Source: an optimization exercise on an open RTL-to-GDS flow (aim: small area, a short achievable clock period and few clock cycles per item). Production flows keep margins and buffers that such runs may drop.
The RTL was checked by simulation tests, not by an equivalence proof against the original design.
The flow treats the clock pin as an ideal source, which a real chip does not have.
Power and IR drop assume default switching activity.

File: flow/standard.sh
#!/bin/bash
# synth_recipe.tcl (not shown) runs the flow's synth.tcl, then flattens the netlist and writes it again
# the make line also repeats each setting of config.mk as NAME=value (left out here)
make -C /OpenROAD-flow-scripts/flow DESIGN_CONFIG=/design/flow/config.mk WORK_HOME=/design/flow/orfs CLKGATE_MAP_FILE= SYNTH_SCRIPT=/design/flow/synth_recipe.tcl "${@:-finish}"
File: flow/design.v
`timescale 1ns / 1ps
`default_nettype none
module rca #(parameter W = 32)
           (input wire [W-1:0] a,
            input wire [W-1:0] b,
            input wire ci,
            output wire [W-1:0] s,
            output wire co);
    wire [W:0] c;
    assign c[0] = ci;
    genvar i;
    generate
        for (i = 0; i < W; i = i + 1) begin : bit_
            assign s[i] = a[i] ^ b[i] ^ c[i];
            assign c[i + 1] = (a[i] & b[i]) | (c[i] & (a[i] ^ b[i]));
        end
    endgenerate
    assign co = c[W];
endmodule
module rinc #(parameter W = 32)
            (input wire [W-1:0] a,
             input wire ci,
             output wire [W-1:0] s);
    wire [W:0] c;
    assign c[0] = ci;
    genvar i;
    generate
        for (i = 0; i < W; i = i + 1) begin : bit_
            assign s[i] = a[i] ^ c[i];
            assign c[i + 1] = a[i] & c[i];
        end
    endgenerate
endmodule
module cneg #(parameter W = 32)
            (input wire [W-1:0] a,
             input wire n,
             output wire [W-1:0] s);
    rinc #(W) inc(.a(a ^ {W{n}}), .ci(n), .s(s));
endmodule
module booth_pp(input wire [34:0] m,
                input wire b2,
                input wire b1,
                input wire b0,
                output wire [34:0] pp,
                output wire neg);
    wire one = b1 ^ b0;
    wire two = (b2 & ~b1 & ~b0) | (~b2 & b1 & b0);
    assign neg = b2 & ~(b1 & b0);
    wire [34:0] m2 = {m[33:0], 1'b0};
    genvar i;
    generate
        for (i = 0; i < 35; i = i + 1) begin : bit_
            wire y;
            a22oi_c g(.a(m[i]), .b(one), .c(m2[i]), .d(two), .y(y));
            xnor2_c x(.a(y), .b(neg), .y(pp[i]));
        end
    endgenerate
endmodule
`timescale 1ns / 1ps
`default_nettype none
module aoi222(input wire a, input wire b, input wire c, input wire d,
              input wire e, input wire f, output wire y);
    assign y = ~((a & b) | (c & d) | (e & f));
endmodule
module nand4x(input wire a, input wire b, input wire c, input wire d, output wire y);
    assign y = ~(a & b & c & d);
endmodule
module nand3x(input wire a, input wire b, input wire c, output wire y);
    assign y = ~(a & b & c);
endmodule
module sel32(input wire [31:0] sel,
             input wire [32*32-1:0] d,
             output wire [31:0] q);
    genvar b, k;
    generate
        for (b = 0; b < 32; b = b + 1) begin : bit_
            wire [9:0] y;
            for (k = 0; k < 10; k = k + 1) begin : grp
                aoi222 g(.a(d[(3*k)*32+b]), .b(sel[3*k]),
                         .c(d[(3*k+1)*32+b]), .d(sel[3*k+1]),
                         .e(d[(3*k+2)*32+b]), .f(sel[3*k+2]), .y(y[k]));
            end
            wire y30, y31;
            nand2_c g30(.a(d[30*32+b]), .b(sel[30]), .y(y30));
            nand2_c g31(.a(d[31*32+b]), .b(sel[31]), .y(y31));
            wire p0, p1, p2;
            nand4x n0(.a(y[0]), .b(y[1]), .c(y[2]), .d(y[3]), .y(p0));
            nand4x n1(.a(y[4]), .b(y[5]), .c(y[6]), .d(y[7]), .y(p1));
            nand4x n2(.a(y[8]), .b(y[9]), .c(y30), .d(y31), .y(p2));
            assign q[b] = p0 | p1 | p2;
        end
    endgenerate
endmodule
module mux2i_c(input wire a0, input wire a1, input wire s, output wire y);
    assign y = ~(s ? a1 : a0);
endmodule
module mux4_c(input wire a0, input wire a1, input wire a2, input wire a3,
              input wire s0, input wire s1, output wire y);
    assign y = s1 ? (s0 ? a3 : a2) : (s0 ? a1 : a0);
endmodule
module a22oi_c(input wire a, input wire b, input wire c, input wire d, output wire y);
    assign y = ~((a & b) | (c & d));
endmodule
module o21ai_c(input wire a, input wire b, input wire c, output wire y);
    assign y = ~((a | b) & c);
endmodule
module nand2_c(input wire a, input wire b, output wire y);
    assign y = ~(a & b);
endmodule
module xnor2_c(input wire a, input wire b, output wire y);
    assign y = ~(a ^ b);
endmodule
module rgate #(parameter W = 1, parameter [W-1:0] INIT = {W{1'b0}})
             (input wire [W-1:0] d,
              input wire rst,
              output wire [W-1:0] y);
    assign y = rst ? INIT : d;
endmodule
`timescale 1ns / 1ps
`default_nettype none
module D_GRF(input wire clk,
             input wire reset,
             input wire [4:0] ra,
             input wire [4:0] rb,
             input wire a_m,             
             input wire b_m,
             input wire [31:0] m_val,
             output wire [31:0] qa,
             output wire [31:0] qb,
             input wire we,
             input wire [4:0] wa,
             input wire [31:0] wd);
    reg [31:0] rf [1:31];
    reg [31:1] valid;
    wire [31:1] valid_d;
    genvar i;
    generate
        for (i = 1; i < 32; i = i + 1) begin : v_
            rgate #(1) r(.d(valid[i] | (we & wa == i)), .rst(reset), .y(valid_d[i]));
        end
    endgenerate
    always @(posedge clk) begin
        valid <= valid_d;
        if (we) rf[wa] <= wd;
    end
    wire [31:0] sa, sb;
    wire [32*32-1:0] d;
    assign sa[0] = a_m;
    assign sb[0] = b_m;
    assign d[31:0] = m_val;
    generate
        for (i = 1; i < 32; i = i + 1) begin : reg_
            assign sa[i] = valid[i] & ra == i & ~a_m;
            assign sb[i] = valid[i] & rb == i & ~b_m;
            assign d[i * 32 + 31:i * 32] = rf[i];
        end
    endgenerate
    sel32 pa(.sel(sa), .d(d), .q(qa));
    sel32 pb(.sel(sb), .d(d), .q(qb));
endmodule
`timescale 1ns / 1ps
`default_nettype none
module E_SHIFT(input wire [31:0] x,
               input wire [4:0] sa,
               input wire right,
               input wire arith,
               output wire [31:0] y);
    wire nfill;
    wire [4:0] ra = right ? sa : (~sa + 5'd1);
    wire [31:0] r [0:5];
    assign r[0] = x;
    genvar k, i;
    generate
        for (k = 0; k < 5; k = k + 1) begin : lvl
            for (i = 0; i < 32; i = i + 1) begin : bit_
                wire [31:0] p = r[k];
                mux2i_c m(.a0(p[i]), .a1(p[(i + (1 << k)) % 32]), .s(ra[k]), .y(r[k + 1][i]));
            end
        end
    endgenerate
    wire [31:0] t;
    wire [31:0] mn;
    generate
        for (i = 0; i < 32; i = i + 1) begin : out_
            assign t[i] = sa > i;
            if (i == 0) begin : e0
                assign mn[i] = ~(~right & t[0]);        
            end else if (i == 31) begin : e31
                assign mn[i] = ~(right & t[0]);
            end else begin : em
                mux2i_c mm(.a0(t[i]), .a1(t[31 - i]), .s(right), .y(mn[i]));
            end
            mux2i_c o(.a0(nfill), .a1(r[5][i]), .s(mn[i]), .y(y[i]));
        end
    endgenerate
    assign nfill = ~(right & arith & x[31]);
endmodule
module E_ALU(input wire [31:0] a,
             input wire [31:0] b,
             input wire sub,             
             input wire [3:0] lt,        
             input wire slt_u,           
             output wire [31:0] sum,
             output wire [31:0] lg,
             output wire slt,
             output wire zero);
    wire co;
    rca #(32) add(.a(a), .b(b ^ {32{sub}}), .ci(sub), .s(sum), .co(co));
    wire lt_s = (a[31] ^ b[31]) ? a[31] : sum[31];
    assign slt = slt_u ? ~co : lt_s;
    genvar i;
    generate
        for (i = 0; i < 32; i = i + 1) begin : lg_
            mux4_c m(.a0(lt[0]), .a1(lt[1]), .a2(lt[2]), .a3(lt[3]), .s0(b[i]), .s1(a[i]), .y(lg[i]));
        end
    endgenerate
    assign zero = sum == 32'b0;
endmodule
`timescale 1ns / 1ps
`default_nettype none
module E_Mult_Div(input wire clk,
                  input wire reset,
                  input wire start,
                  input wire [1:0] op,        
                  input wire [31:0] a,
                  input wire [31:0] b,
                  input wire wr_hi,
                  input wire wr_lo,
                  output wire busy,       
                  output wire pend,       
                  output wire [31:0] hi,
                  output wire [31:0] lo,
                  output reg hi_neg,
                  output reg lo_neg,
                  output reg hi_z,        
                  output reg lo_z);
    reg [32:0] H;        
    reg [31:0] L;        
    reg [31:0] M;        
    reg [4:0]  cnt;
    reg        run, isdiv, sgn, lb, fix;
    reg [31:0] pv;       
    reg        pend_v, pend_hi;
    assign busy = run | pend_v;
    assign pend = pend_v;
    wire apply = ~run & pend_v;                  
    wire put = run & ~pend_v & (wr_hi | wr_lo);  
    wire set_hi = (~run & ~pend_v & wr_hi) | (apply & pend_hi);
    wire set_lo = (~run & ~pend_v & wr_lo) | (apply & ~pend_hi);
    wire [31:0] wv = pend_v ? pv : a;
    assign hi = H[31:0];
    assign lo = L;
    wire sdiv = op == 2'b10;
    wire [31:0] a_in, b_in;
    cneg #(32) na(.a(a), .n(sdiv & a[31]), .s(a_in));
    cneg #(32) nb(.a(b), .n(sdiv & b[31]), .s(b_in));
    wire [34:0] mx = {{3{sgn & M[31]}}, M};
    wire [34:0] s0, s1;
    wire n0, n1;
    wire [34:0] pp0, pp1;
    booth_pp bp0(.m(mx), .b2(L[1] & ~fix), .b1(L[0] & ~fix), .b0(lb | fix), .pp(pp0), .neg(n0));
    booth_pp bp1(.m(mx), .b2(L[3]), .b1(L[2]), .b0(L[1]), .pp(pp1), .neg(n1));
    rca #(35) m0(.a({H[32], H[32], H}), .b(pp0), .ci(n0), .s(s0), .co());
    rca #(35) m1(.a({s0[34], s0[34], s0[34:2]}), .b(pp1), .ci(n1), .s(s1), .co());
    wire last = cnt == 5'd7;             
    wire [32:0] x0  = {H[31:0], L[31]};
    wire [33:0] t0;
    rca #(34) d0(.a({1'b0, x0}), .b(~{2'b0, M}), .ci(1'b1), .s(t0), .co());
    wire q0 = ~t0[33];
    wire rn = run & ~start;
    wire e_wv = set_hi & ~start;
    wire jmp = rn & ~isdiv & ~fix & cnt == 5'd4 & L[15:0] == {16{lb}};
    wire e_hj = jmp;
    wire [32:0] hj = {{16{H[32]}}, H[32:16]};
    wire e_s1 = rn & ~isdiv & ~fix & ~jmp;
    wire e_s0 = rn & ~isdiv & fix;
    wire e_t0 = rn & isdiv & q0;
    wire e_x0 = rn & isdiv & ~q0;
    wire [32:0] h_d;
    genvar i;
    generate
        for (i = 0; i < 32; i = i + 1) begin : hb
            wire y0, y1;
            aoi222 g0(.a(wv[i]), .b(e_wv), .c(s1[i + 2]), .d(e_s1), .e(s0[i]), .f(e_s0), .y(y0));
            aoi222 g1(.a(t0[i]), .b(e_t0), .c(x0[i]), .d(e_x0), .e(hj[i]), .f(e_hj), .y(y1));
            nand2_c g3(.a(y0), .b(y1), .y(h_d[i]));
        end
    endgenerate
    assign h_d[32] = (s1[34] & e_s1) | (s0[32] & e_s0) | (H[32] & e_hj);
    wire h_en = start | set_hi | run;
    wire op_div = op[1];
    wire z3 = a_in[31:24] == 8'd0;
    wire z2 = z3 & a_in[23:16] == 8'd0;
    wire z1 = z2 & a_in[15:8] == 8'd0;
    wire [1:0] sk = ~op_div ? 2'd0 : z1 ? 2'd3 : z2 ? 2'd2 : z3 ? 2'd1 : 2'd0;
    wire e_ls = start & sk == 2'd0;
    wire e_ls1 = start & sk == 2'd1;
    wire e_ls2 = start & sk == 2'd2;
    wire e_ls3 = start & sk == 2'd3;
    wire e_lw = set_lo & ~start;
    wire e_lm = rn & ~isdiv & ~fix & ~jmp;
    wire e_lj = jmp;
    wire [31:0] lj = {H[15:0], L[31:16]};
    wire e_ld = rn & isdiv;
    wire [31:0] lm = {s1[1:0], s0[1:0], L[31:4]};
    wire [31:0] ld = {L[30:0], q0};
    wire [31:0] l_d;
    generate
        for (i = 0; i < 32; i = i + 1) begin : lb_
            wire y0, y1;
            aoi222 g0(.a(a_in[i]), .b(e_ls), .c(wv[i]), .d(e_lw), .e(lm[i]), .f(e_lm), .y(y0));
            wire yj;
            nand2_c gj(.a(lj[i]), .b(e_lj), .y(yj));
            if (i < 8) begin : s0_
                nand2_c g1(.a(ld[i]), .b(e_ld), .y(y1));
                nand3x g2(.a(y0), .b(y1), .c(yj), .y(l_d[i]));
            end else if (i < 16) begin : s1_
                wire y2;
                nand2_c g1(.a(ld[i]), .b(e_ld), .y(y1));
                nand2_c g3(.a(a_in[i - 8]), .b(e_ls1), .y(y2));
                nand4x g2(.a(y0), .b(y1), .c(y2), .d(yj), .y(l_d[i]));
            end else if (i < 24) begin : s2_
                aoi222 g1(.a(ld[i]), .b(e_ld), .c(a_in[i - 8]), .d(e_ls1), .e(a_in[i - 16]), .f(e_ls2), .y(y1));
                nand3x g2(.a(y0), .b(y1), .c(yj), .y(l_d[i]));
            end else begin : s3_
                wire y2;
                aoi222 g1(.a(ld[i]), .b(e_ld), .c(a_in[i - 8]), .d(e_ls1), .e(a_in[i - 16]), .f(e_ls2), .y(y1));
                nand2_c g3(.a(a_in[i - 24]), .b(e_ls3), .y(y2));
                nand4x g2(.a(y0), .b(y1), .c(y2), .d(yj), .y(l_d[i]));
            end
        end
    endgenerate
    wire l_en = start | set_lo | (run & ~(~isdiv & fix));
    reg run_n, hneg_n, lneg_n, hz_n, lz_n;
    always @(*) begin
        run_n = run;
        hneg_n = hi_neg;
        lneg_n = lo_neg;
        hz_n = hi_z;
        lz_n = lo_z;
        if (start) begin
            run_n = 1'b1;
            hneg_n = sdiv & a[31];
            lneg_n = sdiv & (a[31] ^ b[31]);
            hz_n = 1'b0;
            lz_n = 1'b0;
        end else if (run) begin
            if (isdiv) begin
                if (cnt == 5'd31) run_n = 1'b0;
            end else if (fix) begin
                run_n = 1'b0;
            end else if (last) begin
                run_n = ~sgn & L[3];     
            end else if (jmp) begin
                run_n = ~sgn & L[15];
            end
        end
        if (set_hi) begin
            hneg_n = 1'b0;
            hz_n = 1'b0;
        end
        if (set_lo) begin
            lneg_n = 1'b0;
            lz_n = 1'b0;
        end
    end
    wire pend_n = ~start & (put | (pend_v & ~apply));
    wire [5:0] st_d;
    rgate #(6, 6'b000110) r_st(.d({run_n, hneg_n, lneg_n, hz_n, lz_n, pend_n}), .rst(reset), .y(st_d));
    always @(posedge clk) begin
        {run, hi_neg, lo_neg, hi_z, lo_z, pend_v} <= st_d;
        if (put) begin
            pv <= a;
            pend_hi <= wr_hi;
        end
    end
    always @(posedge clk) begin
        if (h_en) H <= h_d;
        if (l_en) L <= l_d;
        if (start) begin
            M <= b_in;
            sgn <= ~op[0];
            isdiv <= op[1];
            cnt <= {sk, 3'b000};         
            lb <= 1'b0;
            fix <= 1'b0;
        end else if (run) begin
            cnt <= cnt + 5'd1;
            if (jmp) begin
                fix <= ~sgn & L[15];
            end else if (~isdiv & ~fix) begin
                lb <= L[3];
                if (last) fix <= ~sgn & L[3];
            end else if (fix) begin
                fix <= 1'b0;
            end
        end
    end
endmodule
`timescale 1ns / 1ps
`default_nettype none
module ld_ext #(parameter HAS_RES = 1)
             (input wire [31:0] w,
              input wire ld,             
              input wire [2:0] lt,       
              input wire [1:0] ea,
              input wire [31:0] res,
              input wire res_en,
              output wire [31:0] y);
    wire ld_b = ld & lt[0];                      
    wire ld_h = ld & lt[1];                      
    wire ld_w = ld & ~lt[0] & ~lt[1];            
    wire sg = ~lt[2];
    wire e_b0 = ld_w | (ld_h & ~ea[1]) | (ld_b & ea == 2'd0);
    wire e_b1 = ld_b & ea == 2'd1;
    wire e_b2 = (ld_h & ea[1]) | (ld_b & ea == 2'd2);
    wire e_b3 = ld_b & ea == 2'd3;
    wire e_h1 = ld_w | (ld_h & ~ea[1]);
    wire e_h3 = ld_h & ea[1];
    wire e_hs = ld_b;
    wire e_u = ld_w;
    wire e_us = ld_b | ld_h;
    wire s7 = sg & ld_b & ea == 2'd0;
    wire s15 = sg & ((ld_b & ea == 2'd1) | (ld_h & ~ea[1]));
    wire s23 = sg & ld_b & ea == 2'd2;
    wire s31 = sg & ((ld_b & ea == 2'd3) | (ld_h & ea[1]));
    wire sy0, sy1, sign;
    aoi222 sg0(.a(w[7]), .b(s7), .c(w[15]), .d(s15), .e(w[23]), .f(s23), .y(sy0));
    nand2_c sg1(.a(w[31]), .b(s31), .y(sy1));
    nand2_c sg2(.a(sy0), .b(sy1), .y(sign));
    genvar i;
    generate
        for (i = 0; i < 32; i = i + 1) begin : b_
            wire y0, y1, y2;
            if (i < 8) begin : lo
                aoi222 g0(.a(w[i]), .b(e_b0), .c(w[i + 8]), .d(e_b1), .e(w[i + 16]), .f(e_b2), .y(y0));
                nand2_c g1(.a(w[i + 24]), .b(e_b3), .y(y1));
                if (HAS_RES) begin : r
                    nand2_c g2(.a(res[i]), .b(res_en), .y(y2));
                    nand3x g3(.a(y0), .b(y1), .c(y2), .y(y[i]));
                end else begin : n
                    nand2_c g3(.a(y0), .b(y1), .y(y[i]));
                end
            end else if (i < 16) begin : mid
                aoi222 g0(.a(w[i]), .b(e_h1), .c(w[i + 16]), .d(e_h3), .e(sign), .f(e_hs), .y(y0));
                if (HAS_RES) begin : r
                    nand2_c g1(.a(res[i]), .b(res_en), .y(y1));
                    nand2_c g2(.a(y0), .b(y1), .y(y[i]));
                end else begin : n
                    assign y[i] = ~y0;
                end
            end else begin : hi
                if (HAS_RES) begin : r
                    aoi222 g0(.a(w[i]), .b(e_u), .c(sign), .d(e_us), .e(res[i]), .f(res_en), .y(y0));
                    assign y[i] = ~y0;
                end else begin : n
                    nand2_c g0(.a(w[i]), .b(e_u), .y(y0));
                    nand2_c g1(.a(sign), .b(e_us), .y(y1));
                    nand2_c g2(.a(y0), .b(y1), .y(y[i]));
                end
            end
        end
    endgenerate
endmodule
`timescale 1ns / 1ps
`default_nettype none
module mips(input wire clk,
            input wire reset,
            input wire [31:0] i_inst_rdata,
            input wire [31:0] m_data_rdata,
            output wire [31:0] i_inst_addr,
            output wire [31:0] m_data_addr,
            output wire [31:0] m_data_wdata,
            output wire [3:0] m_data_byteen,
            output wire [31:0] m_inst_addr,
            output wire w_grf_we,
            output wire [4:0] w_grf_addr,
            output wire [31:0] w_grf_wdata,
            output wire [31:0] w_inst_addr
        );
    reg [31:2] pc;           
    reg [31:0] ir;           
    reg [31:2] xpc;          
    reg [31:2] mar;          
    reg        xe;           
    reg        m_we;         
    reg        m_load;
    reg [2:0]  m_lt;         
    reg [4:0]  m_rd;
    reg [31:0] m_res;        
    reg [31:2] m_pc;
    reg [3:0]  m_be;
    reg        w_we;
    reg [4:0]  w_rd;
    reg [31:0] w_wd;
    reg [31:2] w_pc;
    assign i_inst_addr   = {pc, 2'b00};
    assign m_data_addr   = {mar, 2'b00};
    assign m_data_wdata  = m_res;        
    assign m_data_byteen = m_be;
    assign m_inst_addr   = {m_pc, 2'b00};
    assign w_grf_we      = w_we;
    assign w_grf_addr    = w_rd;
    assign w_grf_wdata   = w_wd;
    assign w_inst_addr   = {w_pc, 2'b00};
    wire [5:0] op = ir[31:26];
    wire [5:0] fn = ir[5:0];
    wire [4:0] rs = ir[25:21];
    wire [4:0] rt = ir[20:16];
    wire [4:0] rd = ir[15:11];
    wire [15:0] imm = ir[15:0];
    wire r_type  = op == 6'b000000;
    wire f_shift = r_type & fn[5:3] == 3'b000;           
    wire f_jr    = r_type & fn == 6'b001000;
    wire f_jalr  = r_type & fn == 6'b001001;
    wire f_mfhi  = r_type & fn == 6'b010000;
    wire f_mthi  = r_type & fn == 6'b010001;
    wire f_mflo  = r_type & fn == 6'b010010;
    wire f_mtlo  = r_type & fn == 6'b010011;
    wire f_md    = r_type & fn[5:2] == 4'b0110;         
    wire f_alu   = r_type & fn[5] == 1'b1;               
    wire o_regimm = op == 6'b000001;
    wire o_j     = op == 6'b000010;
    wire o_jal   = op == 6'b000011;
    wire o_beq   = op == 6'b000100;
    wire o_bne   = op == 6'b000101;
    wire o_blez  = op == 6'b000110;
    wire o_bgtz  = op == 6'b000111;
    wire o_alui  = op[5:3] == 3'b001;                    
    wire o_load  = op[5:3] == 3'b100;
    wire o_store = op[5:3] == 3'b101;
    wire use_rs = ~(r_type & fn[5:2] == 4'b0000) & ~f_mfhi & ~f_mflo & ~o_j & ~o_jal;
    wire use_rt = r_type | o_store | o_beq | o_bne;
    wire [4:0] dst = (f_shift | f_alu | f_jalr | f_mfhi | f_mflo) ? rd :
                     (o_alui | o_load) ? rt :
                     o_jal ? 5'd31 : 5'd0;
    wire a_m = m_we & m_rd == rs;
    wire b_m = m_we & m_rd == rt;
    wire [31:0] va, vb;
    wire [31:0] m_wdata;
    D_GRF grf(.clk(clk), .reset(reset),
              .ra(rs), .rb(rt), .a_m(a_m), .b_m(b_m),
              .m_val(m_res), .qa(va), .qb(vb),
              .we(m_we), .wa(m_rd), .wd(m_wdata));
    wire md_busy, md_pend;
    wire [31:0] hi, lo;
    wire hi_neg, lo_neg, hi_z, lo_z;
    wire stall = (m_load & ((use_rs & a_m) | (use_rt & b_m))) |
                 ((f_mfhi | f_mflo) & md_busy) | ((f_mthi | f_mtlo) & md_pend);
    wire go = ~stall;
    E_Mult_Div md(.clk(clk), .reset(reset),
                  .start(go & f_md), .op(fn[1:0]), .a(va), .b(vb),
                  .wr_hi(go & f_mthi), .wr_lo(go & f_mtlo),
                  .busy(md_busy), .pend(md_pend), .hi(hi), .lo(lo), .hi_neg(hi_neg), .lo_neg(lo_neg),
                  .hi_z(hi_z), .lo_z(lo_z));
    wire [31:0] mf_val;
    cneg #(32) mfn(.a(fn[1] ? (lo & {32{~lo_z}}) : (hi & {32{~hi_z}})), .n(fn[1] ? lo_neg : hi_neg), .s(mf_val));
    wire o_lui = op == 6'b001111;
    wire logic_imm = o_alui & op[2];                     
    wire [31:0] bsrc = o_lui ? {imm, 16'b0} :
                       (o_alui | o_load | o_store) ? {{16{~logic_imm & imm[15]}}, imm} : vb;
    wire is_sub = r_type ? fn[1] : ((o_alui & op[1]) | o_beq | o_bne);
    wire cmp_sel = (r_type & fn[3]) | (o_alui & op[2:1] == 2'b01);   
    wire log_sel = (r_type & fn[2]) | (o_alui & op[2]);               
    wire [1:0] lop = o_alui ? op[1:0] : fn[1:0];
    wire [3:0] ltab = lop == 2'b00 ? 4'b1000 :
                      lop == 2'b01 ? 4'b1110 :
                      lop == 2'b10 ? 4'b0110 :
                      o_alui ? 4'b1010 : 4'b0001;
    wire [31:0] sum, lg;
    wire slt, zero;
    E_ALU alu(.a(va), .b(bsrc), .sub(is_sub), .lt(ltab), .slt_u(o_alui ? op[0] : fn[0]),
              .sum(sum), .lg(lg), .slt(slt), .zero(zero));
    wire [31:0] sh_y;
    E_SHIFT shf(.x(vb), .sa(fn[2] ? va[4:0] : ir[10:6]), .right(fn[1]), .arith(fn[0]), .y(sh_y));
    wire [31:2] pc_inc;
    rinc #(30) pc_add(.a(pc), .ci(1'b1), .s(pc_inc));     
    wire [31:0] sdata = op[1] ? vb : op[0] ? {2{vb[15:0]}} : {4{vb[7:0]}};
    wire s_sh = f_shift;
    wire s_mf = f_mfhi | f_mflo;
    wire s_lk = f_jalr | o_jal;
    wire s_cmp = cmp_sel & ~s_sh & ~s_mf & ~s_lk;
    wire s_lg = log_sel & ~cmp_sel & ~s_sh & ~s_mf & ~s_lk;
    wire s_st = o_store;
    wire s_sum = ~log_sel & ~cmp_sel & ~s_sh & ~s_mf & ~s_lk & ~xe & ~o_store;
    wire s_ld = xe;
    wire [31:0] lk = {pc_inc, 2'b00};
    wire [31:0] res;
    genvar gi;
    generate
        for (gi = 0; gi < 32; gi = gi + 1) begin : res_
            wire y0, y1, y2;
            aoi222 g0(.a(sum[gi]), .b(s_sum), .c(lg[gi]), .d(s_lg), .e(sh_y[gi]), .f(s_sh), .y(y0));
            aoi222 g1(.a(mf_val[gi]), .b(s_mf), .c(ldv[gi]), .d(s_ld), .e(sdata[gi]), .f(s_st), .y(y1));
            if (gi == 0) begin : b0
                nand2_c g2(.a(slt), .b(s_cmp), .y(y2));
                nand3x g3(.a(y0), .b(y1), .c(y2), .y(res[gi]));
            end else if (gi == 1) begin : b1
                nand2_c g3(.a(y0), .b(y1), .y(res[gi]));   
            end else begin : bn
                nand2_c g2(.a(lk[gi]), .b(s_lk), .y(y2));
                nand3x g3(.a(y0), .b(y1), .c(y2), .y(res[gi]));
            end
        end
    endgenerate
    wire cond = o_beq ? zero :
                o_bne ? ~zero :
                o_blez ? (va[31] | zero) :
                o_bgtz ? ~(va[31] | zero) :
                (va[31] ^ rt[0]);                         
    wire br = (o_beq | o_bne | o_blez | o_bgtz | o_regimm) & cond;
    wire [31:0] simm = {{16{imm[15]}}, imm};
    wire [31:2] br_tgt;
    rca #(30) br_add(.a(pc), .b(simm[29:0]), .ci(1'b0), .s(br_tgt), .co());
    wire t_jr = f_jr | f_jalr;
    wire t_j = o_j | o_jal;
    wire e_jr = go & t_jr;
    wire e_j = go & t_j;
    wire e_br = go & br;
    wire e_inc = go & ~t_jr & ~t_j & ~br;
    wire e_hold = ~go;
    wire [31:2] jt = {pc[31:28], ir[25:0]};
    wire [31:2] npc;
    genvar pi;
    generate
        for (pi = 2; pi < 32; pi = pi + 1) begin : npc_
            wire y0, y1, y2;
            aoi222 g0(.a(va[pi]), .b(e_jr), .c(jt[pi]), .d(e_j), .e(br_tgt[pi]), .f(e_br), .y(y0));
            nand2_c g1(.a(pc_inc[pi]), .b(e_inc), .y(y1));
            nand2_c g2(.a(pc[pi]), .b(e_hold), .y(y2));
            nand3x g3(.a(y0), .b(y1), .c(y2), .y(npc[pi]));
        end
    endgenerate
    wire [1:0] ea = sum[1:0];
    wire [3:0] be = ~o_store ? 4'b0000 :
                    op[1] ? 4'b1111 :
                    op[0] ? (ea[1] ? 4'b1100 : 4'b0011) :
                    (4'b0001 << ea);
    wire [31:0] ldv;
    ld_ext lm(.w(m_data_rdata), .ld(m_load), .lt(m_lt), .ea(m_res[1:0]), .res(m_res), .res_en(~m_load), .y(m_wdata));
    ld_ext #(0) lx(.w(m_data_rdata), .ld(xe), .lt({op[2], op[1:0] == 2'b01, op[1:0] == 2'b00}), .ea(ir[1:0]),
              .res(32'b0), .res_en(1'b0), .y(ldv));
    wire [31:2] pc_d;
    wire [10:0] irc_d;
    wire m_we_d, m_load_d, w_we_d;
    wire [3:0] m_be_d;
    rgate #(30, 30'h0000_0c00) r_pc(.d(npc), .rst(reset), .y(pc_d));
    rgate #(11, 11'b001111_00000) r_ir(.d(go ? {i_inst_rdata[31:26], i_inst_rdata[20:16]} : {ir[31:26], ir[20:16]}),
                                      .rst(reset), .y(irc_d));
    rgate #(1) r_mwe(.d(go & dst != 5'd0), .rst(reset), .y(m_we_d));
    rgate #(1) r_mld(.d(go & o_load & ~xe), .rst(reset), .y(m_load_d));
    wire x_port = (o_load & ~xe) | o_store;      
    wire in_ld0 = i_inst_rdata[31:29] == 3'b100 & i_inst_rdata[25:21] == 5'd0;
    wire xe_d;
    rgate #(1) r_xe(.d(go ? (~x_port & in_ld0) : xe), .rst(reset), .y(xe_d));
    rgate #(4) r_mbe(.d(go ? be : 4'b0), .rst(reset), .y(m_be_d));
    rgate #(1) r_wwe(.d(m_we), .rst(reset), .y(w_we_d));
    always @(posedge clk) begin
        pc <= pc_d;
        {ir[31:26], ir[20:16]} <= irc_d;
        m_we <= m_we_d;
        m_load <= m_load_d;
        xe <= xe_d;
        if (go & x_port) mar <= sum[31:2];
        else if (go & in_ld0) mar <= {{16{i_inst_rdata[15]}}, i_inst_rdata[15:2]};
        m_be <= m_be_d;
        w_we <= w_we_d;
        if (go) begin
            ir[25:21] <= i_inst_rdata[25:21];
            ir[15:0] <= i_inst_rdata[15:0];
            xpc <= pc;
        end
        m_lt <= {op[2], op[1:0] == 2'b01, op[1:0] == 2'b00};
        m_rd <= dst;
        m_res <= res;
        m_pc <= xpc;
        w_rd <= m_rd;
        w_wd <= m_wdata;
        w_pc <= m_pc;
    end
endmodule
File: flow/config.mk
export PLATFORM = sky130hd
export DESIGN_NAME = mips
export DESIGN_NICKNAME = mips
export VERILOG_FILES = /design/flow/design.v
export SDC_FILE = /design/flow/constraint.sdc
export NUM_CORES = 8
export LEC_CHECK = 0
export CAP_MARGIN = 20
export CORE_MARGIN = 2
export CORE_UTILIZATION = 65
export CTS_CLUSTER_DIAMETER = 70
export CTS_CLUSTER_SIZE = 22
export SLEW_MARGIN = 20
export SYNTH_HIERARCHICAL = 1
export SYNTH_MINIMUM_KEEP_SIZE = 0
File: flow/flow/run.sh
#!/bin/bash
# Layout flow: the standard ORFS flow (standard.sh, with its synthesis unchanged), with these
# changes to how the layout is made:
#  - the port buffers are sky130_fd_sc_hd__buf_1 instead of the delay cells that buffer_ports
#    picks by default (repair may upsize them);
#  - timing repair aims at a setup slack margin, so that it works on the paths that set the
#    achieved period (the clock period less the worst slack) instead of stopping at zero slack;
set -euo pipefail
HERE=$(pwd)
MARGIN=78.6
bash standard.sh "BUFFER_PORTS_ARGS=-buffer_cell sky130_fd_sc_hd__buf_1" \
    "SETUP_SLACK_MARGIN=$MARGIN" "POST_CTS_TCL=$HERE/flow/post_cts.tcl" finish > flow_make.log 2>&1
File: flow/constraint.sdc
create_clock -name core_clock -period 100.0 [get_ports {clk}]
set_input_delay 20.0000 -clock core_clock [delete_from_list [all_inputs] [get_ports {clk}]]
set_output_delay 20.0000 -clock core_clock [all_outputs]
set_load 0.01 [all_outputs]
File: flow/flow/post_cts.tcl
# Area recovery after CTS: downsize cells (recover_power), then repair setup again to the
# same slack margin the flow uses, then legalize.
log_cmd estimate_parasitics -placement
log_cmd repair_timing -recover_power 100 -verbose
log_cmd repair_timing -setup -setup_margin $::env(SETUP_SLACK_MARGIN) -repair_tns 100 -verbose
log_cmd detailed_placement
check_placement -verbose
==> summary.md, run 1 <==
| Metric | Value |
|---|---|
| CP arrival | 1420 ps |
| Avg Inst Size Synth | 14.1 µm² |
| Synthesis warning total | 10 |
| Die span in y | 336 µm |
| Row cnt | 121 |
| Leakage | 29.5 nW |
| Initial antenna violation count | 21 |
| Clock skew | 31.2 ps |
| Pwr/cell area | 15.6 nW/µm² |
| Hold_sp | xpc[24]$_DFFE_PN_ |
| Hpwl dp | 192,000 µm |
| Startpoint types | register |
| CP Cell Sequence | buf_4 |
| Largest net degree at the start of global routing | 65 |
| Worst r2r src | ir[16]$_DFF_P_ |
| HP Class | register to register |
| CP Class | register to output port |
| Num Clock Sinks | 1,435 |
| CP Data Required Time | 80,000 ps |
| Worst slew margin | 0.152 |
| Routability cong. | 1.05 |
| Nets | 6,047 |
| Starting Density | 0.658 |
| Hold endpoint | m_pc[24]$_DFF_P_ |
| GRT Residual Overflow | 0 |
| Port Buffers | 259 |
| Post-Route WL | 285,000 µm |
| Routed vias | 59.5k |
| Final Slew Violations | 0 |
| Crit. End Element | output port |
| Clock slew at the register clock pins of the worst setup and hold paths | 80 ps |
| Share of layout cells above drive strength 1 | 0.159 |
| DR WL met3 | 48,200 µm |
| Vias in the first global route | 55.5k |
| Worst Tran Pin Value | 1270 ps |
| Top routing layer used | met5 |
| DR WL met2 | 122,000 µm |
| Max Cap Viol | 0 |
| CP peak stage delay | 450 ps |
| Residual DRC count | 0 |
| Pre-Repair DR Iteration Count | 22 |
| Pre-CTS WS | 77,080 ps |
| WL met1 | 87,100 µm |
| CTS tree | yes |
| Worst-path fanout max | 4 |
| 1st-iter DRT viols | 15.0k |
| Post-Syn Area | 71,800 µm² |
| Detail Route Antenna Nets | 0 |
| Final worst-path cycle share | 0.214 |
| Final setup fails | 0 |
| Gate Count Post-Synth | 5,074 |
| Post-DR vias/cell | 8.21 |
| Critical path buffers and inverters | 1 |
| Final TNS setup | 0 ps |
| F_max | 46.7 MHz |
| First-pass GRT wire length | 398,000 µm |
| Final instance area | 80,800 µm² |
| Final min period | 21,420 ps |
| Placed instance area | 76,300 µm² |
| Count of final hold-check violations | 0 |
| Area Growth Syn to Fin | 12.6% |
| Peak supply drop | 0.0217 mV |
| GRT Resource Usage Total | 0.496 |
| Final WS setup | 78,580 ps |
| WL/cell | 39.4 µm |
| IO Pins | 268 |
| Die Wd | 336 µm |
| Worst r2r path cells | 62 |
| Die footprint | 113,000 µm² |
| CP max-delay cell | dfxtp_4 |
| Crit path max-delay family | flip-flops |
| Reg2reg end | pc[20]$_DFF_P_ |
| Skew-Pair Late Insertion Delay | 750 ps |
| R2r setup slk | 78,980 ps |
| WHS Path Cells | 0 |
| Core area | 109,000 µm² |
| RSZ-0062 raised after global routing | yes |
| Outcome | finished clean |
[routing by layer]
layer / global-route usage / vias to the layer above
li1: - / 23000
met1: 0.600 / 28500
met2: 0.731 / 6300
met3: 0.185 / 1661
met4: 0.361 / 20
met5: 0.00298 / -
[state kept, by name, summed over array words and instances, names as in the netlist, 5 cells and up]
signal and count:
mar 30, xpc 30, md.cnt 5, md.M 32, m_res 32, md.H 33
md.L 32, m_rd 5, m_pc 30, w_wd 32, w_pc 30, w_rd 5
ir 32, pc 30, grf.valid 31, md.pv 32, grf.rf 992
[cells in the final DEF (no fill, tap or decap), types with 18 or more instances in the layout]
cell type  count
a21oi_1       56
a222oi_1     896
a22o_1        33
a22oi_2       69
and3_1        65
buf_1        245
buf_12        38
buf_2         21
buf_4        230
clkbuf_1      56
clkbuf_16     93
clkbuf_2      38
dfxtp_1      167
dfxtp_2       39
dfxtp_4       22
edfxtp_1    1207
fa_1         166
ha_1         133
inv_1        113
mux2_1        36
mux2_2        62
mux2i_1      236
mux4_2        32
nand2_1      496
nand2b_1      18
nand3_1       94
nand4_1      216
nor2_1        67
nor2_4        30
nor2b_1       67
nor2b_4       37
nor4_1        18
o21ai_0       20
o21bai_1      29
or3_1         67
xnor2_1       84
xor2_1       135
[worst max path at each step]
stage                     slack (ps)                       end             start  cells after the start
after global routing           78590  grf.rf[15][23]$_DFFE_PP_  m_data_rdata[23]                     10
after floorplan                78440  grf.rf[10][10]$_DFFE_PP_   m_data_rdata[7]                      4
after detailed placement       77080   grf.rf[12][9]$_DFFE_PP_  m_data_rdata[23]                      6
final                          78580           m_data_wdata[6]  m_res[6]$_DFF_P_                      1
after global placement         77160   grf.rf[12][9]$_DFFE_PP_  m_data_rdata[23]                      6
[worst reg2reg max path, delay by kind of cell (launching register included)]
family / cells / cell delay (ps)
xor gates and xnor gates: 3 / 410
adders and majority gates: 31 / 12190
buffers and inverters: 9 / 3130
AOI/OAI and AO/OA: 5 / 880
and+or+nand+nor: 14 / 3540
DFF: 1 / 750
[final cells by class]
cell class | count | area (µm²)
antenna | 15 | 37.5
inverter | 131 | 558
clock buffer | 121 | 2450
clock inverter | 47 | 717
sequential | 1435 | 40900
timing repair inverter | 5 | 37.5
multi-input combinational | 3399 | 30200
timing repair buffer | 617 | 4000
tap | 1476 | 1850
fill | 7205 | 28300
[power by group]
part / leakage (nW) / internal [mW] / switching [mW] / total, mW
Sequential: 13.0 / 0.684 / 0.0190 / 0.703
Combinational: 15.0 / 0.0409 / 0.0981 / 0.139
Clock: 1.53 / 0.201 / 0.221 / 0.422
[metrics by stage]
stage / total power, mW / std cells / utilization / hold slack (ps)
global route: 1.29 / 7235 / 0.740 / 346
detailed placement: 0.832 / 6969 / 0.699 / 327
finish: 1.26 / 7246 / 0.740 / 340
global placement: 0.829 / 6969 / 0.699 / 325
floorplan: 0.774 / 5084 / - / 323
Testbench counts, summed over its fixed seeds: cycles 183,109, programs 64.
==> run 2, diff against run 1 <==
--- a/flow/design.v
+++ b/flow/design.v
@@ -131,17 +131,15 @@
              input wire [4:0] wa,
              input wire [31:0] wd);
-    reg [31:0] rf [1:31];
-    reg [31:1] valid;
-    wire [31:1] valid_d;
+    wire [31:0] rf [1:31];
     genvar i;
     generate
-        for (i = 1; i < 32; i = i + 1) begin : v_
-            rgate #(1) r(.d(valid[i] | (we & wa == i)), .rst(reset), .y(valid_d[i]));
+        for (i = 1; i < 32; i = i + 1) begin : r_
+            reg [31:0] q;
+            always @(posedge clk) begin
+                if ((we & wa == i) | reset) q <= wd;
+            end
+            assign rf[i] = q;
         end
     endgenerate
-    always @(posedge clk) begin
-        valid <= valid_d;
-        if (we) rf[wa] <= wd;
-    end
     wire [31:0] sa, sb;
     wire [32*32-1:0] d;
@@ -151,6 +149,6 @@
     generate
         for (i = 1; i < 32; i = i + 1) begin : reg_
-            assign sa[i] = valid[i] & ra == i & ~a_m;
-            assign sb[i] = valid[i] & rb == i & ~b_m;
+            assign sa[i] = ra == i & ~a_m;
+            assign sb[i] = rb == i & ~b_m;
             assign d[i * 32 + 31:i * 32] = rf[i];
         end
@@ -442,21 +440,20 @@
                     nand2_c g3(.a(y0), .b(y1), .y(y[i]));
                 end
+            end else if (HAS_RES && i < 16) begin : midr
+                aoi222 g0(.a(w[i]), .b(e_h1), .c(w[i + 16]), .d(e_h3), .e(res[i]), .f(res_en), .y(y0));
+                aoi222 g1(.a(w[7]), .b(s7 & e_hs), .c(w[15]), .d(s15 & e_hs), .e(w[23]), .f(s23 & e_hs), .y(y1));
+                nand2_c g2(.a(w[31]), .b(s31 & e_hs), .y(y2));
+                nand3x g3(.a(y0), .b(y1), .c(y2), .y(y[i]));
+            end else if (HAS_RES) begin : hir
+                aoi222 g0(.a(w[i]), .b(e_u), .c(res[i]), .d(res_en), .e(w[7]), .f(s7), .y(y0));
+                aoi222 g1(.a(w[15]), .b(s15), .c(w[23]), .d(s23), .e(w[31]), .f(s31), .y(y1));
+                nand2_c g2(.a(y0), .b(y1), .y(y[i]));
             end else if (i < 16) begin : mid
                 aoi222 g0(.a(w[i]), .b(e_h1), .c(w[i + 16]), .d(e_h3), .e(sign), .f(e_hs), .y(y0));
-                if (HAS_RES) begin : r
-                    nand2_c g1(.a(res[i]), .b(res_en), .y(y1));
-                    nand2_c g2(.a(y0), .b(y1), .y(y[i]));
-                end else begin : n
-                    assign y[i] = ~y0;
-                end
+                assign y[i] = ~y0;
             end else begin : hi
-                if (HAS_RES) begin : r
-                    aoi222 g0(.a(w[i]), .b(e_u), .c(sign), .d(e_us), .e(res[i]), .f(res_en), .y(y0));
-                    assign y[i] = ~y0;
-                end else begin : n
-                    nand2_c g0(.a(w[i]), .b(e_u), .y(y0));
-                    nand2_c g1(.a(sign), .b(e_us), .y(y1));
-                    nand2_c g2(.a(y0), .b(y1), .y(y[i]));
-                end
+                nand2_c g0(.a(w[i]), .b(e_u), .y(y0));
+                nand2_c g1(.a(sign), .b(e_us), .y(y1));
+                nand2_c g2(.a(y0), .b(y1), .y(y[i]));
             end
         end
@@ -638,5 +635,6 @@
                     (4'b0001 << ea);
     wire [31:0] ldv;
-    ld_ext lm(.w(m_data_rdata), .ld(m_load), .lt(m_lt), .ea(m_res[1:0]), .res(m_res), .res_en(~m_load), .y(m_wdata));
+    ld_ext lm(.w(m_data_rdata), .ld(m_load & ~reset), .lt(m_lt), .ea(m_res[1:0]), .res(m_res),
+              .res_en(~m_load & ~reset), .y(m_wdata));
     ld_ext #(0) lx(.w(m_data_rdata), .ld(xe), .lt({op[2], op[1:0] == 2'b01, op[1:0] == 2'b00}), .ea(ir[1:0]),
               .res(32'b0), .res_en(1'b0), .y(ldv));
--- a/flow/flow/post_cts.tcl
+++ b/flow/flow/post_cts.tcl
@@ -1,4 +1,5 @@
 # Area recovery after CTS: downsize cells (recover_power), then repair setup again to the
-# same slack margin the flow uses, then legalize.
+# same slack margin the flow uses, then legalize. Delay cells are kept out of both steps.
+set_dont_use [get_lib_cells {*/sky130_fd_sc_hd__clkdlybuf* */sky130_fd_sc_hd__dlygate* */sky130_fd_sc_hd__dlymetal* */sky130_fd_sc_hd__dlyb*}]
 log_cmd estimate_parasitics -placement
 log_cmd repair_timing -recover_power 100 -verbose
==> run 2 against run 1 <==
  * Global-route usage rose by 0.49 points
  * Flip-flop and latch count fell by 31
  * Fmax barely moved
  * Die area fell by 1.6%
  * Critical endpoint is now m_data_wdata[5]
  * Combinational power rose to 2.8 times the previous value
==> summary.md, run 2 <==
| Metric | Value |
|---|---|
| Final setup fails | 0 |
| Worst-path fanout max | 4 |
| Final instance area | 78,800 µm² |
| Reg2reg end | pc[13]$_DFF_P_ |
| Peak supply drop | 0.0198 mV |
| First-pass GRT wire length | 398,000 µm |
| Post-Syn Area | 70,700 µm² |
| Hpwl dp | 192,000 µm |
| Final Core Density | 0.733 |
| Final WS setup | 78,570 ps |
| Pwr/cell area | 20.4 nW/µm² |
| Largest net degree at the start of global routing | 65 |
| Pre-Repair DR Iteration Count | 22 |
| F_max | 46.7 MHz |
| Placed instance area | 75,000 µm² |
| Routed vias | 58.9k |
| Worst slew margin | 0.0776 |
| Pre-CTS WS | 77,330 ps |
| Overall power | 1.61 mW |
| Post-Route WL | 289,000 µm |
| Final TNS setup | 0 ps |
| Leakage | 29.7 nW |
| WHS Path Cells | 0 |
| Most common cell after layout, fill and taps aside | edfxtp_1 |
| Startpoint types | register |
| Initial antenna violation count | 22 |
| Residual DRC count | 0 |
| Outcome | finished clean |
| WL/cell | 41.2 µm |
| CP Class | register to output port |
| Critical path buffers and inverters | 1 |
| Final worst-path cycle share | 0.214 |
| GRT Residual Overflow | 0 |
| Num Clock Sinks | 1,404 |
| Area Growth Syn to Fin | 11.6% |
| Clock skew | 66.6 ps |
| CP max-delay cell | dfxtp_2 |
| Commonest non-fill, non-tap cells in the layout | edfxtp_1, a222oi_1, nand2_1, buf_1, mux2i_1 |
| Die span in y | 334 µm |
| Worst Tran Pin Value | 1380 ps |
| Routability cong. | 1.08 |
| Worst r2r path cells | 61 |
| Nets | 5,907 |
| HP Class | register to register |
| Hold_sp | xpc[27]$_DFFE_PN_ |
| Non-Filler Instances | 7,020 |
| GRT Resource Usage Total | 0.501 |
| GRT Max-Usage Layer | met2 |
| Worst hold margin | 339 ps |
| Worst r2r src | m_rd[3]$_DFF_P_ |
| Share of layout cells above drive strength 1 | 0.157 |
| CP peak stage delay | 450 ps |
| CP Data Required Time | 80,000 ps |
| Die footprint | 111,000 µm² |
| M1 GR Usage | 0.592 |
| Max Cap Viol | 0 |
| Grt met2 use | 0.734 |
| Detail Route Antenna Nets | 0 |
| Vias in the first global route | 54.8k |
| Starting Density | 0.657 |
| Clock slew at the register clock pins of the worst setup and hold paths | 90 ps |
| CP arrival | 1430 ps |
| Die Wd | 334 µm |
| Row cnt | 120 |
| Final min period | 21,430 ps |
| Port Buffers | 259 |
| CP Cell Sequence | buf_2 |
| Met3 track demand over resource | 0.202 |
| Gate Count Post-Synth | 4,995 |
| 1st-iter DRT viols | 17.1k |
| Avg Inst Size Synth | 14.1 µm² |
| CTS tree | yes |
| IO Pins | 268 |
| Final Slew Violations | 0 |
| Largest register FFs | 992 |
| Synthesis warning total | 10 |
| Crit. End Element | output port |
| R2r setup slk | 78,980 ps |
| Largest regs | grf.r_.q: 992 flops, md.H: 33 flops |
| RSZ-0062 raised after global routing | yes |
| Core area | 108,000 µm² |
| Post-DR vias/cell | 8.39 |
| Count of final hold-check violations | 0 |
| Most flops, register | grf.r_.q |
| DP Cell Count | 6,778 |
| Crit path max-delay family | flip-flops |
| Skew-Pair Late Insertion Delay | 750 ps |
| Hold endpoint | m_pc[27]$_DFF_P_ |
==> run 2: worst register-to-register path, delay by kind of cell, from the launching register on <==
family / cells / cell delay, ps
XOR/XNOR: 2 / 320
AND/OR/NAND/NOR: 14 / 3650
flip-flops: 1 / 340
AO/OA/AOI/OAI: 5 / 1520
buffers and inverters: 8 / 2550
adder cells (fa/ha/maj): 32 / 12570
==> run 2: power by group <==
part	internal (mW)	switching, mW
clock	0.177	0.210
sequential	0.760	0.0758
combinational	0.112	0.276
total	1.05	0.561
==> run 2: cell type report <==
class	instances	area [µm²]
repair buffers	554	3280
multi-input cells	3377	30200
clock buffers	123	2350
well taps	1403	1760
flip-flops and latches	1404	40300
fillers	7167	28700
clock inverters	40	507
diodes	4	10.0
inverters	115	432
==> run 2: worst max-delay path by stage <==
| stage | cells after the start | from | slack, ps | to |
|---|---|---|---|---|
| 2_1_floorplan | 5 | reset | 78470 | grf.r_[10].q[0]$_DFFE_PP_ |
| 3_3_place_gp | 6 | reset | 77390 | grf.r_[13].q[0]$_DFFE_PP_ |
| 3_5_place_dp | 6 | reset | 77330 | grf.r_[13].q[0]$_DFFE_PP_ |
| 5_1_grt | 7 | reset | 78460 | grf.r_[3].q[1]$_DFFE_PP_ |
| 6_report | 1 | m_res[5]$_DFF_P_ | 78570 | m_data_wdata[5] |
==> run 2: per-layer routing <==
metal	vias to the layer above	share of wire
li1	22700	-
met1	28200	0.30
met2	6267	0.41
met3	1752	0.17
met4	22	0.11
met5	-	0.0012
Testbench counts of run 2, summed over its fixed seeds: cycles 183,109, programs 64.
==> run 3, diff against run 2 <==
--- a/flow/design.v
+++ b/flow/design.v
@@ -230,7 +230,5 @@
                   output wire [31:0] lo,
                   output reg hi_neg,
-                  output reg lo_neg,
-                  output reg hi_z,        
-                  output reg lo_z);
+                  output reg lo_neg);
     reg [32:0] H;        
     reg [31:0] L;        
@@ -266,6 +264,7 @@
     rca #(34) d0(.a({1'b0, x0}), .b(~{2'b0, M}), .ci(1'b1), .s(t0), .co());
     wire q0 = ~t0[33];
-    wire rn = run & ~start;
-    wire e_wv = set_hi & ~start;
+    wire st = start & ~reset;
+    wire rn = run & ~start & ~reset;
+    wire e_wv = set_hi & ~start & ~reset;
     wire jmp = rn & ~isdiv & ~fix & cnt == 5'd4 & L[15:0] == {16{lb}};
     wire e_hj = jmp;
@@ -286,5 +285,5 @@
     endgenerate
     assign h_d[32] = (s1[34] & e_s1) | (s0[32] & e_s0) | (H[32] & e_hj);
-    wire h_en = start | set_hi | run;
+    wire h_en = start | set_hi | run | reset;
     wire op_div = op[1];
     wire z3 = a_in[31:24] == 8'd0;
@@ -292,9 +291,9 @@
     wire z1 = z2 & a_in[15:8] == 8'd0;
     wire [1:0] sk = ~op_div ? 2'd0 : z1 ? 2'd3 : z2 ? 2'd2 : z3 ? 2'd1 : 2'd0;
-    wire e_ls = start & sk == 2'd0;
-    wire e_ls1 = start & sk == 2'd1;
-    wire e_ls2 = start & sk == 2'd2;
-    wire e_ls3 = start & sk == 2'd3;
-    wire e_lw = set_lo & ~start;
+    wire e_ls = st & sk == 2'd0;
+    wire e_ls1 = st & sk == 2'd1;
+    wire e_ls2 = st & sk == 2'd2;
+    wire e_ls3 = st & sk == 2'd3;
+    wire e_lw = set_lo & ~start & ~reset;
     wire e_lm = rn & ~isdiv & ~fix & ~jmp;
     wire e_lj = jmp;
@@ -329,18 +328,14 @@
         end
     endgenerate
-    wire l_en = start | set_lo | (run & ~(~isdiv & fix));
-    reg run_n, hneg_n, lneg_n, hz_n, lz_n;
+    wire l_en = start | set_lo | (run & ~(~isdiv & fix)) | reset;
+    reg run_n, hneg_n, lneg_n;
     always @(*) begin
         run_n = run;
         hneg_n = hi_neg;
         lneg_n = lo_neg;
-        hz_n = hi_z;
-        lz_n = lo_z;
         if (start) begin
             run_n = 1'b1;
             hneg_n = sdiv & a[31];
             lneg_n = sdiv & (a[31] ^ b[31]);
-            hz_n = 1'b0;
-            lz_n = 1'b0;
         end else if (run) begin
             if (isdiv) begin
@@ -356,16 +351,14 @@
         if (set_hi) begin
             hneg_n = 1'b0;
-            hz_n = 1'b0;
         end
         if (set_lo) begin
             lneg_n = 1'b0;
-            lz_n = 1'b0;
         end
     end
     wire pend_n = ~start & (put | (pend_v & ~apply));
-    wire [5:0] st_d;
-    rgate #(6, 6'b000110) r_st(.d({run_n, hneg_n, lneg_n, hz_n, lz_n, pend_n}), .rst(reset), .y(st_d));
+    wire [3:0] st_d;
+    rgate #(4) r_st(.d({run_n, hneg_n, lneg_n, pend_n}), .rst(reset), .y(st_d));
     always @(posedge clk) begin
-        {run, hi_neg, lo_neg, hi_z, lo_z, pend_v} <= st_d;
+        {run, hi_neg, lo_neg, pend_v} <= st_d;
         if (put) begin
             pv <= a;
@@ -542,5 +535,5 @@
     wire md_busy, md_pend;
     wire [31:0] hi, lo;
-    wire hi_neg, lo_neg, hi_z, lo_z;
+    wire hi_neg, lo_neg;
     wire stall = (m_load & ((use_rs & a_m) | (use_rt & b_m))) |
                  ((f_mfhi | f_mflo) & md_busy) | ((f_mthi | f_mtlo) & md_pend);
@@ -549,8 +542,7 @@
                   .start(go & f_md), .op(fn[1:0]), .a(va), .b(vb),
                   .wr_hi(go & f_mthi), .wr_lo(go & f_mtlo),
-                  .busy(md_busy), .pend(md_pend), .hi(hi), .lo(lo), .hi_neg(hi_neg), .lo_neg(lo_neg),
-                  .hi_z(hi_z), .lo_z(lo_z));
+                  .busy(md_busy), .pend(md_pend), .hi(hi), .lo(lo), .hi_neg(hi_neg), .lo_neg(lo_neg));
     wire [31:0] mf_val;
-    cneg #(32) mfn(.a(fn[1] ? (lo & {32{~lo_z}}) : (hi & {32{~hi_z}})), .n(fn[1] ? lo_neg : hi_neg), .s(mf_val));
+    cneg #(32) mfn(.a(fn[1] ? lo : hi), .n(fn[1] ? lo_neg : hi_neg), .s(mf_val));
     wire o_lui = op == 6'b001111;
     wire logic_imm = o_alui & op[2];                     
--- a/flow/config.mk
+++ b/flow/config.mk
@@ -8,5 +8,5 @@
 export CAP_MARGIN = 20
 export CORE_MARGIN = 2
-export CORE_UTILIZATION = 65
+export CORE_UTILIZATION = 55
 export CTS_CLUSTER_DIAMETER = 70
 export CTS_CLUSTER_SIZE = 22
==> run 3 against run 2 <==
  * Non-clock buffer count grew 26
  * Flip-flop and latch count shrank 2
  * Clock-buffer cell count grew 5
  * Clock skew shrank 9.3 ps
  * Cell area grew 1.7%
  * Setup slack lost 120 ps
  * Worst hold slack gained 1.5 ps
  * Synthesized area shrank 0.10%
  * Still clean
  * Core utilization shrank 10 points
  * Clock power grew 19%
  * First-iteration DRC count shrank 14%
  * Critical path depth grew 3
==> summary.md, run 3 <==
| Metric | Value |
|---|---|
| CP Class | primary input to register |
| Leakage | 29.9 nW |
| Largest net degree at the start of global routing | 65 |
| IO Pins | 268 |
| WL/cell | 40.6 µm |
| Skew-Pair Late Insertion Delay | 800 ps |
| Commonest non-fill, non-tap cells in the layout | edfxtp_1, a222oi_1, nand2_1, mux2i_1, buf_1 |
| Synthesis warning total | 10 |
| Post-Route WL | 297,000 µm |
| Vias in the first global route | 53.5k |
| GRT Residual Overflow | 0 |
| Post-DR vias/cell | 7.86 |
| Pwr/cell area | 21.5 nW/µm² |
| F_max | 46.4 MHz |
| CTS tree | yes |
| Avg Inst Size Synth | 14.2 µm² |
| First-pass GRT wire length | 408,000 µm |
| Outcome | finished clean |
| Num Clock Sinks | 1,402 |
| Post-Syn Area | 70,600 µm² |
| Starting Density | 0.554 |
| Largest register FFs | 992 |
| Worst hold margin | 341 ps |
| Worst slew margin | 0.123 |
| CP arrival | 22,100 ps |
| Die footprint | 131,000 µm² |
| Nets | 5,924 |
| Overall power | 1.73 mW |
| Pre-CTS WS | 77,380 ps |
| Routability cong. | 1.08 |
| Row cnt | 131 |
| Crit. End Element | register |
| Most flops, register | grf.r_.q |
| Final Slew Violations | 0 |
| Final WS setup | 78,450 ps |
| Detail Route Antenna Nets | 0 |
| Initial antenna violation count | 17 |
| Most common cell after layout, fill and taps aside | edfxtp_1 |
| Count of final hold-check violations | 0 |
| Area Growth Syn to Fin | 13.6% |
| CP Data Required Time | 100,550 ps |
| Worst-path fanout max | 32 |
| RSZ-0062 raised after global routing | yes |
| Hpwl dp | 201,000 µm |
| Die Wd | 362 µm |
| R2r setup slk | 79,060 ps |
| Routed vias | 57.6k |
| Final worst-path cycle share | 0.215 |
| Clock skew | 57.3 ps |
| Residual DRC count | 0 |
| Die span in y | 362 µm |
| GRT Resource Usage Total | 0.439 |
| Core area | 128,000 µm² |
| Startpoint types | primary input |
| Max Cap Viol | 0 |
| Largest regs | grf.r_.q: 992 flops, md.H: 33 flops |
| Clock slew at the register clock pins of the worst setup and hold paths | 90 ps |
| Port Buffers | 259 |
| HP Class | register to register |
| Worst Tran Pin Value | 1310 ps |
| Share of layout cells above drive strength 1 | 0.175 |
| Pre-Repair DR Iteration Count | 19 |
| Gate Count Post-Synth | 4,974 |
| Final setup fails | 0 |
| 1st-iter DRT viols | 14.7k |
| Final min period | 21,550 ps |
| Peak supply drop | 0.0204 mV |
| Final TNS setup | 0 ps |
## run 3: changes by cell type in the layout (fill, tap and decap cells not counted), sizes merged, moves of 6 or more
| cell | delta |
|---|---|
| mux2 | +33 |
| a22o | -32 |
| clkbuf | +29 |
| inv | +28 |
| nor2 | -9 |
| clkinvlp | +7 |
| nand2b | -7 |
| nand3 | -7 |
| diode | +6 |
## run 3: worst paths after layout
path	start	to	depth (start not counted)
max	reset	grf.r_[1].q[3]$_DFFE_PP_	4
min	xpc[27]$_DFFE_PN_	m_pc[27]$_DFF_P_	0
max reg2reg	m_rd[1]$_DFF_P_	pc[13]$_DFF_P_	58
min reg2reg	xpc[27]$_DFFE_PN_	m_pc[27]$_DFF_P_	0
## run 3: metal layers
metal | GRT usage | share of wire | up-vias | routed length (µm)
met1 | 0.544 | 0.33 | 28500 | 98900
met4 | 0.268 | 0.080 | 16 | 23900
met5 | 0.0104 | 0.0012 | - | 354
met2 | 0.678 | 0.44 | 5151 | 132000
met3 | 0.133 | 0.14 | 1236 | 42100
li1 | - | - | 22700 | -
## run 3: area by class of cell
cell class | count | area [µm²]
diodes | 10 | 25.0
flip-flops and latches | 1402 | 40300
inverters | 117 | 439
multi-input cells | 3351 | 30100
fillers | 9848 | 47300
clock inverters | 71 | 907
clock buffers | 128 | 2780
repair buffers | 580 | 3590
well taps | 1662 | 2080
## run 3: where the power goes
group	switching [mW]	internal (mW)
clock	0.239	0.221
sequential	0.0674	0.760
combinational	0.310	0.130
## run 3: stage by stage
step,util,std cells,cell area [µm²]
floorplan,-,4984,70900
global placement,0.592,7037,75400
detailed placement,0.592,7038,75500
global route,0.629,7313,80200
finish,0.629,7321,80200
## run 3: critical path, cell delays in order
cell     delay (ps)
buf_8           140
nor2_4          710
nand2_1         680
nand3_4         500
Testbench counts of run 3, summed over its fixed seeds: cycles 183,109, programs 64.
==> run 4, diff against run 3 <==
--- a/flow/config.mk
+++ b/flow/config.mk
@@ -8,5 +8,5 @@
 export CAP_MARGIN = 20
 export CORE_MARGIN = 2
-export CORE_UTILIZATION = 55
+export CORE_UTILIZATION = 65
 export CTS_CLUSTER_DIAMETER = 70
 export CTS_CLUSTER_SIZE = 22
==> run 4 against run 3 <==
  * Sequential share of layout area increased by 0.16 points
  * Clock power decreased by 12%
  * Largest power group unchanged
  * Combinational power about the same
  * Synthesized area unchanged
  * Setup slack improved by 85 ps
  * Die area decreased by 15%
  * Synthesized cell count unchanged
  * Still clean on timing, DRC and antenna
  * Non-clock buffer count increased by 37
  * First-iteration DRC count increased by 22%
  * Critical path depth increased by 4
==> summary.md, run 4 <==
| Metric | Value |
|---|---|
| Peak supply drop | 0.0189 mV |
| Worst r2r src | m_rd[0]$_DFF_P_ |
| Hpwl dp | 191,000 µm |
| Final TNS setup | 0 ps |
| Worst r2r path cells | 57 |
| CP Data Required Time | 100,400 ps |
| Area occupied by multi-input gates | 30,500 µm² |
| Pwr/cell area | 21.0 nW/µm² |
| First-pass GRT wire length | 412,000 µm |
| Initial antenna violation count | 24 |
| Die Wd | 334 µm |
| 1st-iter DRT viols | 17.9k |
| F_max | 46.6 MHz |
| Final Slew Violations | 0 |
| Most common cell after layout, fill and taps aside | edfxtp_1 |
| Final setup fails | 0 |
| Detail Route Antenna Nets | 0 |
| Most flops, register | grf.r_.q |
| Core area | 107,000 µm² |
| CP Class | primary input to register |
| Nets | 5,969 |
| Largest regs | grf.r_.q: 992 flops, md.H: 33 flops |
| Row cnt | 120 |
| Clock slew at the register clock pins of the worst setup and hold paths | 90 ps |
| Post-Syn Area | 70,600 µm² |
| R2r setup slk | 79,260 ps |
| Die footprint | 111,000 µm² |
| Routed vias | 60.1k |
| Worst Tran Pin Value | 1310 ps |
| Count of final hold-check violations | 0 |
| Largest register FFs | 992 |
| Crit path from | reset |
| RSZ-0062 raised after global routing | yes |
| Post-DR vias/cell | 8.47 |
| Worst slew margin | 0.128 |
| Clock skew | 84.7 ps |
| Skew-Pair Late Insertion Delay | 770 ps |
| Routability cong. | 1.10 |
| Outcome | finished clean |
| Synthesis warning total | 10 |
| Leakage | 30.0 nW |
| Share of layout cells above drive strength 1 | 0.177 |
| CP arrival | 21,860 ps |
| Commonest non-fill, non-tap cells in the layout | edfxtp_1, a222oi_1, nand2_1, buf_1, mux2i_1 |
| GRT Residual Overflow | 0 |
| CP endpoint | grf.r_[13].q[1]$_DFFE_PP_ |
| Startpoint types | primary input |
| Vias in the first global route | 56.2k |
| Final worst-path cycle share | 0.215 |
| Post-Route WL | 297,000 µm |
| Starting Density | 0.658 |
| CTS tree | yes |
| Max Cap Viol | 0 |
| FF/Latch Area | 40,300 µm² |
| Num Clock Sinks | 1,402 |
| GRT Resource Usage Total | 0.521 |
| Crit. End Element | register |
| Final min period | 21,470 ps |
| Reg2reg end | pc[6]$_DFF_P_ |
| Largest net degree at the start of global routing | 68 |
| Worst-path fanout max | 16 |
| Fill cells | 6,924 |
| Area Growth Syn to Fin | 13.2% |
| Avg Inst Size Synth | 14.2 µm² |
| IO Pins | 268 |
| Die span in y | 334 µm |
| Gate Count Post-Synth | 4,974 |
| Pre-CTS WS | 76,780 ps |
| Residual DRC count | 0 |
| Pre-Repair DR Iteration Count | 22 |
| Final WS setup | 78,530 ps |
| Port Buffers | 259 |
| WL/cell | 41.9 µm |
| HP Class | register to register |
run 4: cell type report:
class                      count  share of cell area
timing repair buffer         617              0.0485
tap                         1403              0.0220
sequential                  1402               0.504
multi-input combinational   3374               0.382
antenna                       12            0.000376
clock buffer                 123              0.0300
clock inverter                43             0.00767
inverter                     117             0.00550
run 4: critical path, cell delays in order:
cell	delay, ps
buf_16	180
buf_6	160
nor2_4	80
nor3b_2	200
o21bai_4	240
a222oi_1	440
buf_4	230
nand3_2	310
run 4: power by group:
group	switching [mW]	leakage (nW)	internal, mW
Combinational	0.307	14.6	0.130
Clock	0.218	1.45	0.186
Sequential	0.0761	14.0	0.760
Total	0.601	30.0	1.08
run 4: worst min-delay path by stage:
| stage | slack [ps] | depth (start not counted) | startpoint | to |
|---|---|---|---|---|
| 2_1_floorplan | 320 | 0 | xpc[10]$_DFFE_PN_ | m_pc[10]$_DFF_P_ |
| 3_3_place_gp | 320 | 0 | xpc[3]$_DFFE_PN_ | m_pc[3]$_DFF_P_ |
| 3_5_place_dp | 330 | 0 | xpc[13]$_DFFE_PN_ | m_pc[13]$_DFF_P_ |
| 5_1_grt | 350 | 0 | xpc[27]$_DFFE_PN_ | m_pc[27]$_DFF_P_ |
| 6_report | 340 | 0 | xpc[18]$_DFFE_PN_ | m_pc[18]$_DFF_P_ |
run 4: metrics by stage:
step	cells	total power, mW	instance area (µm²)	utilization	hold slack [ps]
detailed placement	6759	1.21	75000	0.698	327
global placement	6758	1.20	74900	0.698	324
global route	7082	1.69	79900	0.744	353
finish	7091	1.68	79900	0.744	341
floorplan	4984	1.02	70900	-	323
run 4: per-layer routing:
layer  part of all wire  up-vias  GRT usage
met4               0.10       32      0.371
met3               0.18     1872      0.241
met2               0.41     6635      0.754
met1               0.30    28700      0.614
met5             0.0016        -    0.00825
li1                   -    22800          -

==> what the ideal ports hide <==
In the flow no input, the clock included, has a driving cell. The finished layouts below were timed again as built, in two steps. Step 1: set_driving_cell puts a clkbuf_16 on clk and a buf_2 on each other input, an assumption about the parent block. Step 2 times the ports against the registers' clock, not the clock port: input delays grow and output delays shrink by t, the midpoint of the rising clock arrivals with the driver on. a / b / c = ideal / step 1 / step 2; a / b = the first two.
| run | shift t [ns] | slack for setup (ns) | worst hold slack (ns) | worst setup path after step 2 | worst register clock-pin slew, ns |
|---|---|---|---|---|---|
| run 1 | 0.810 | 78.581 / 78.506 / 77.915 | 0.340 / 0.340 / 0.340 | input to register | 0.10 / 0.10 |
| run 2 | 0.801 | 78.572 / 78.475 / 77.673 | 0.339 / 0.339 / 0.339 | input to register | 0.09 / 0.09 |
| run 3 | 0.851 | 78.450 / 78.490 / 77.639 | 0.341 / 0.341 / 0.341 | input to register | 0.09 / 0.09 |
| run 4 | 0.802 | 78.535 / 78.416 / 77.614 | 0.341 / 0.341 / 0.341 | input to register | 0.09 / 0.09 |
After both steps setup and hold are still met in every run listed. The setup slack of run 4, which loses most, moves by -0.119 ns with the drivers and by -0.921 ns with both steps.
